Source: an optimization exercise on an open RTL-to-GDS flow (aim: small area, a short achievable clock period and few clock cycles per item). Production flows keep margins and buffers that such runs may drop.
Where RTL was checked, it was by simulation tests only, not by an equivalence proof against the original.
Power and IR drop assume default switching activity.

==> flow/design.v <==
module add32 (
    input  wire [31:0] a,
    input  wire [31:0] b,
    input  wire        cin,
    output wire [31:0] s,
    output wire        cout
);
  wire [32:0] c;
  assign c[0] = cin;
  genvar i;
  generate
    for (i = 0; i < 32; i = i + 1) begin : g_bit
      assign s[i]   = a[i] ^ b[i] ^ c[i];
      assign c[i+1] = (a[i] & b[i]) | (c[i] & (a[i] ^ b[i]));
    end
  endgenerate
  assign cout = c[32];
endmodule
module carry32 (
    input  wire [31:0] a,
    input  wire [31:0] b,
    output wire        cout
);
  wire [32:0] c;
  assign c[0] = 1'b0;
  genvar i;
  generate
    for (i = 0; i < 32; i = i + 1) begin : g_bit
      assign c[i+1] = (a[i] & b[i]) | (c[i] & (a[i] | b[i]));
    end
  endgenerate
  assign cout = c[32];
endmodule
module sneva_alu (
    input  wire        clk,
    input  wire        rst_n,        
    input  wire        in_valid,
    output wire        in_ready,
    input  wire [3:0]  in_op,
    input  wire [31:0] in_a,
    input  wire [31:0] in_b,
    output reg         out_valid,
    output wire [31:0] out_result,
    output reg         out_carry
);
  reg        rdy;         
  reg        rdy_n;       
  reg        s_valid;     
  reg        busy;        
  reg        div2;        
  reg [3:0]  op;
  reg [31:0] x;           
  reg [32:0] y;           
  reg [5:0]  cnt;         
  reg [31:0] z;           
  assign in_ready   = ~rdy_n;
  assign out_result = z;
  wire op_mul = (op == 4'd2);
  wire op_div = (op == 4'd3);
  wire active = s_valid | busy;
  reg       c_ax;    
  reg       c_az;    
  reg [3:0] c_t;     
  reg       c_x2;    
  reg       c_cin;   
  reg       c_rot;   
  wire [31:0] a_in = ({32{c_ax}} & x) | ({32{c_az}} & z);
  wire       mfirst = s_valid & op_mul;
  wire [3:0] t_e    = mfirst ? {{2{y[0] ^ y[1]}}, {2{y[1]}}} : c_t;
  wire       x2_e   = mfirst ? (y[1] & ~y[0]) : c_x2;
  wire       cin_e  = mfirst ? y[1] : c_cin;
  wire [31:0] b_in;
  genvar gi;
  generate
    for (gi = 0; gi < 32; gi = gi + 1) begin : g_bin
      wire lut = x[gi] ? (y[gi] ? t_e[3] : t_e[2]) : (y[gi] ? t_e[1] : t_e[0]);
      if (gi == 0) begin : g0
        assign b_in[gi] = lut;
      end else begin : gn
        assign b_in[gi] = lut ^ (x2_e & x[gi-1]);
      end
    end
  endgenerate
  wire        cin  = cin_e | (c_rot & x[31]);
  wire [31:0] sum;
  wire        cout;
  add32 u_add (.a(a_in), .b(b_in), .cin(cin), .s(sum), .cout(cout));
  wire cy;
  carry32 u_cy (.a(x), .b(y[31:0]), .cout(cy));
  wire mul_term  = (y[31:1] == 31'd0) | (x[29:0] == 30'd0);   
  wire mul_term2 = (y[31:3] == 29'd0) | (x[27:0] == 28'd0);   
  wire ge        = cout & ~y[32];                             
  wire go        = ge & ~cnt[5];                              
  wire cnt_is1   = (cnt == 6'd1);
  wire mulact = active & op_mul;
  wire divact = active & op_div;
  wire done_mul = mulact & mul_term;
  wire done_div = divact & (div2 ? cnt_is1 : (~go & (cnt == 6'd0)));
  wire done = (s_valid & ~op_mul & ~op_div) | done_mul | done_div;
  wire final_next = (mulact & ~mul_term & mul_term2) |
                    (divact & ~div2 & ~go & cnt_is1) |
                    (divact & div2 & (cnt == 6'd2));
  reg [31:0] z_next;
  always @(*) begin
    case (op)
      4'd3:  z_next = div2 ? {z[30:0], ge} : 32'd0;
      4'd5:  z_next = {1'b0, x[31:1]};
      4'd7:  z_next = {x[0], x[31:1]};
      4'd14: z_next = {31'd0, ~cout};
      4'd15: z_next = {31'd0, sum == 32'd0};   
      default: z_next = sum;   
    endcase
  end
  wire nb_y1 = y[3];
  wire nb_y0 = y[2];
  wire nb_yb = y[1];
  wire nb_m1 = nb_y0 ^ nb_yb;
  wire nb_m2 = (nb_y1 & ~nb_y0 & ~nb_yb) | (~nb_y1 & nb_y0 & nb_yb);
  wire in_mul = (in_op == 4'd2);
  wire in_sh  = (in_op == 4'd4) | (in_op == 4'd6);
  wire rdy_next = rdy ? ~(in_valid & (in_op[3:1] == 3'b001)) : (done | final_next);
  always @(posedge clk or negedge rst_n) begin
    if (!rst_n) begin
      rdy       <= 1'b1;
      rdy_n     <= 1'b0;
      s_valid   <= 1'b0;
      busy      <= 1'b0;
      div2      <= 1'b0;
      out_valid <= 1'b0;
    end else begin
      s_valid   <= in_valid & rdy;
      busy      <= (mulact | divact) & ~done;
      div2      <= divact & ~done & (div2 | ~go);
      out_valid <= done;
      rdy       <= rdy_next;
      rdy_n     <= ~rdy_next;
    end
  end
  always @(posedge clk) begin
    op <= rdy ? in_op : op;
    if (rdy) begin
      x   <= in_a;
      y   <= {1'b0, in_b};
      cnt <= 6'd0;
    end else if (op[0]) begin   
      if (div2 & ge) x <= sum;
      y   <= (~div2 & go) ? {y[31:0], 1'b0} : {1'b0, y[32:1]};
      cnt <= (~div2 & go) ? cnt + 6'd1 : (div2 ? cnt - 6'd1 : cnt);
    end else begin              
      x  <= {x[29:0], 2'b00};
      y  <= {2'b00, y[32:2]};
    end
    z <= z_next;
    if (rdy) begin
      c_ax  <= ~in_mul & ~in_op[3] | (in_op[3:1] == 3'b111);   
      c_x2  <= 1'b0;
      c_cin <= ~(in_mul | in_sh | (in_op == 4'd0) | (in_op[3] & ~(in_op[3:1] == 3'b111)));
      c_rot <= (in_op == 4'd6);
      case (in_op)
        4'd0, 4'd5, 4'd7: c_t <= 4'b1010;                
        4'd4, 4'd6: c_t <= 4'b1100;                      
        4'd8:  c_t <= 4'b1000;                           
        4'd9:  c_t <= 4'b1110;                           
        4'd10: c_t <= 4'b0110;                           
        4'd11: c_t <= 4'b0001;                           
        4'd12: c_t <= 4'b0111;                           
        4'd13: c_t <= 4'b1001;                           
        default: c_t <= 4'b0101;                         
      endcase
    end else if (op_mul) begin
      c_t   <= {{2{nb_m1 ^ nb_y1}}, {2{nb_y1}}};
      c_x2  <= nb_m2;
      c_cin <= nb_y1;
    end
    c_az <= mulact & ~done;
    if (s_valid) out_carry <= cy;
  end
endmodule
==> flow/config.mk <==
export PLATFORM = sky130hd
export DESIGN_NAME = sneva_alu
export DESIGN_NICKNAME = sneva_alu
export VERILOG_FILES = /design/flow/design.v
export SDC_FILE = /design/flow/constraint.sdc
export NUM_CORES = 4
export LEC_CHECK = 0
export ABC_AREA = 1
export CAP_MARGIN = 20
export CORE_MARGIN = 2
export CORE_UTILIZATION = 65
export CTS_BUF_LIST = sky130_fd_sc_hd__clkbuf_8
export CTS_CLUSTER_DIAMETER = 100
export CTS_CLUSTER_SIZE = 30
export SLEW_MARGIN = 20
==> flow/constraint.sdc <==
create_clock -name core_clock -period 85.0 [get_ports {clk}]
set_input_delay 17.0000 -clock core_clock [delete_from_list [all_inputs] [get_ports {clk}]]
set_output_delay 17.0000 -clock core_clock [all_outputs]
set_load 0.01 [all_outputs]
standard.sh (not shown) runs the stock make flow with config.mk's settings and CLKGATE_MAP_FILE= SYNTH_SCRIPT=/design/flow/synth_recipe.tcl, a recipe that flattens the netlist after the stock synthesis.
==> flow/flow/run.sh <==
#!/bin/bash
# Standard layout, with two changes: the port buffers are the smallest plain
# buffer, and synthesis maps with an ABC area script (flow/abc_area.script)
# that restructures with &deepsyn and maps for area, leaving out ABC's buffering
# and gate upsizing.
set -e
rm -rf scripts_abc
cp -r "$FLOW_HOME/scripts" scripts_abc
cp flow/abc_area.script scripts_abc/abc_area.script
export SCRIPTS_DIR="$PWD/scripts_abc"
export BUFFER_PORTS_ARGS="-buffer_cell sky130_fd_sc_hd__buf_1"
bash standard.sh > standard.log 2>&1
==> flow/flow/abc_area.script <==
strash
&get -n
&deepsyn -I 4 -J 50
&put
dch -f
&get -n
&nf -R 1000
&put
topo
Then changed:
--- a/flow/design.v
+++ b/flow/design.v
@@ -49,9 +49,9 @@
   reg        busy;        
   reg        div2;        
   reg [3:0]  op;
   reg [31:0] x;           
-  reg [32:0] y;           
+  reg [35:0] y;           
   reg [5:0]  cnt;         
   reg [31:0] z;           
   assign in_ready   = ~rdy_n;
   assign out_result = z;
@@ -64,33 +64,29 @@
   reg       c_x2;    
   reg       c_cin;   
   reg       c_rot;   
   wire [31:0] a_in = ({32{c_ax}} & x) | ({32{c_az}} & z);
-  wire       mfirst = s_valid & op_mul;
-  wire [3:0] t_e    = mfirst ? {{2{y[0] ^ y[1]}}, {2{y[1]}}} : c_t;
-  wire       x2_e   = mfirst ? (y[1] & ~y[0]) : c_x2;
-  wire       cin_e  = mfirst ? y[1] : c_cin;
   wire [31:0] b_in;
   genvar gi;
   generate
     for (gi = 0; gi < 32; gi = gi + 1) begin : g_bin
-      wire lut = x[gi] ? (y[gi] ? t_e[3] : t_e[2]) : (y[gi] ? t_e[1] : t_e[0]);
+      wire lut = x[gi] ? (y[gi] ? c_t[3] : c_t[2]) : (y[gi] ? c_t[1] : c_t[0]);
       if (gi == 0) begin : g0
         assign b_in[gi] = lut;
       end else begin : gn
-        assign b_in[gi] = lut ^ (x2_e & x[gi-1]);
+        assign b_in[gi] = lut ^ (c_x2 & x[gi-1]);
       end
     end
   endgenerate
-  wire        cin  = cin_e | (c_rot & x[31]);
+  wire        cin  = c_cin | (c_rot & x[31]);
   wire [31:0] sum;
   wire        cout;
   add32 u_add (.a(a_in), .b(b_in), .cin(cin), .s(sum), .cout(cout));
   wire cy;
   carry32 u_cy (.a(x), .b(y[31:0]), .cout(cy));
   wire mul_term  = (y[31:1] == 31'd0) | (x[29:0] == 30'd0);   
   wire mul_term2 = (y[31:3] == 29'd0) | (x[27:0] == 28'd0);   
-  wire ge        = cout & ~y[32];                             
+  wire ge        = cout & ~(|y[35:32]);                       
   wire go        = ge & ~cnt[5];                              
   wire cnt_is1   = (cnt == 6'd1);
   wire mulact = active & op_mul;
   wire divact = active & op_div;
@@ -139,26 +135,27 @@
   always @(posedge clk) begin
     op <= rdy ? in_op : op;
     if (rdy) begin
       x   <= in_a;
-      y   <= {1'b0, in_b};
+      y   <= {4'b0000, in_b};
       cnt <= 6'd0;
     end else if (op[0]) begin   
       if (div2 & ge) x <= sum;
-      y   <= (~div2 & go) ? {y[31:0], 1'b0} : {1'b0, y[32:1]};
-      cnt <= (~div2 & go) ? cnt + 6'd1 : (div2 ? cnt - 6'd1 : cnt);
+      y   <= (~div2 & go) ? {y[31:0], 4'b0000} : {1'b0, y[35:1]};
+      cnt <= (~div2 & go) ? cnt + 6'd4 : (div2 ? cnt - 6'd1 : cnt);
     end else begin              
       x  <= {x[29:0], 2'b00};
-      y  <= {2'b00, y[32:2]};
+      y  <= {2'b00, y[35:2]};
     end
     z <= z_next;
     if (rdy) begin
       c_ax  <= ~in_mul & ~in_op[3] | (in_op[3:1] == 3'b111);   
-      c_x2  <= 1'b0;
-      c_cin <= ~(in_mul | in_sh | (in_op == 4'd0) | (in_op[3] & ~(in_op[3:1] == 3'b111)));
+      c_x2  <= in_mul & in_b[1] & ~in_b[0];
+      c_cin <= (in_mul & in_b[1]) | ~(in_mul | in_sh | (in_op == 4'd0) | (in_op[3] & ~(in_op[3:1] == 3'b111)));
       c_rot <= (in_op == 4'd6);
       case (in_op)
         4'd0, 4'd5, 4'd7: c_t <= 4'b1010;                
+        4'd2:  c_t <= {{2{in_b[0] ^ in_b[1]}}, {2{in_b[1]}}};   
         4'd4, 4'd6: c_t <= 4'b1100;                      
         4'd8:  c_t <= 4'b1000;                           
         4'd9:  c_t <= 4'b1110;                           
         4'd10: c_t <= 4'b0110;                           
What happened: Global-route usage came out lower by 0.50 points; setup slack improves by 0.97 ns; combinational power came out higher to 14 times its value; sequential cell count came out higher by 3; worst hold slack improves by 0.015 ns; non-clock buffer count came out lower by 3; routed wire length came out lower by 3.2%.
Testbench counts after the change, summed over its fixed seeds: cycles 71,453, items 32,000.
The RTL of the first run of this note was laid out without a check of its function.

-- static timing again, ports no longer ideal --
Ports are ideal in the flow. The routed layouts listed here were re-timed in OpenROAD.
Step 1 (the two cells are an assumption about what drives the block):
set clk [get_ports {clk}]
set_driving_cell -lib_cell sky130_fd_sc_hd__clkbuf_16 $clk
set_driving_cell -lib_cell sky130_fd_sc_hd__buf_2 [delete_from_list [all_inputs] $clk]
Step 2 moves the port delays by t, midway between the first and last clock arrival at a register: inputs arrive t later, outputs are due t later. That takes back most of the time a late clock gives input paths.
a / b / c = ideal / step 1 / step 2; a / b = the first two.
run | t (ns) | slack for setup (ns) | hold slack, ns | worst slew at a driven data input, ns | cell pins on the clock port's net
the first run | 0.493 | 65.991 / 65.991 / 65.991 | 0.479 / 0.479 / 0.479 | 0.04 | 1
the second run | 0.498 | 66.961 / 66.925 / 66.657 | 0.494 / 0.494 / 0.494 | 0.03 | 1
After both steps setup and hold are still met in every run listed. For the second run, which loses most, drivers alone change the setup slack by -0.036 ns; drivers and shift together by -0.304 ns.
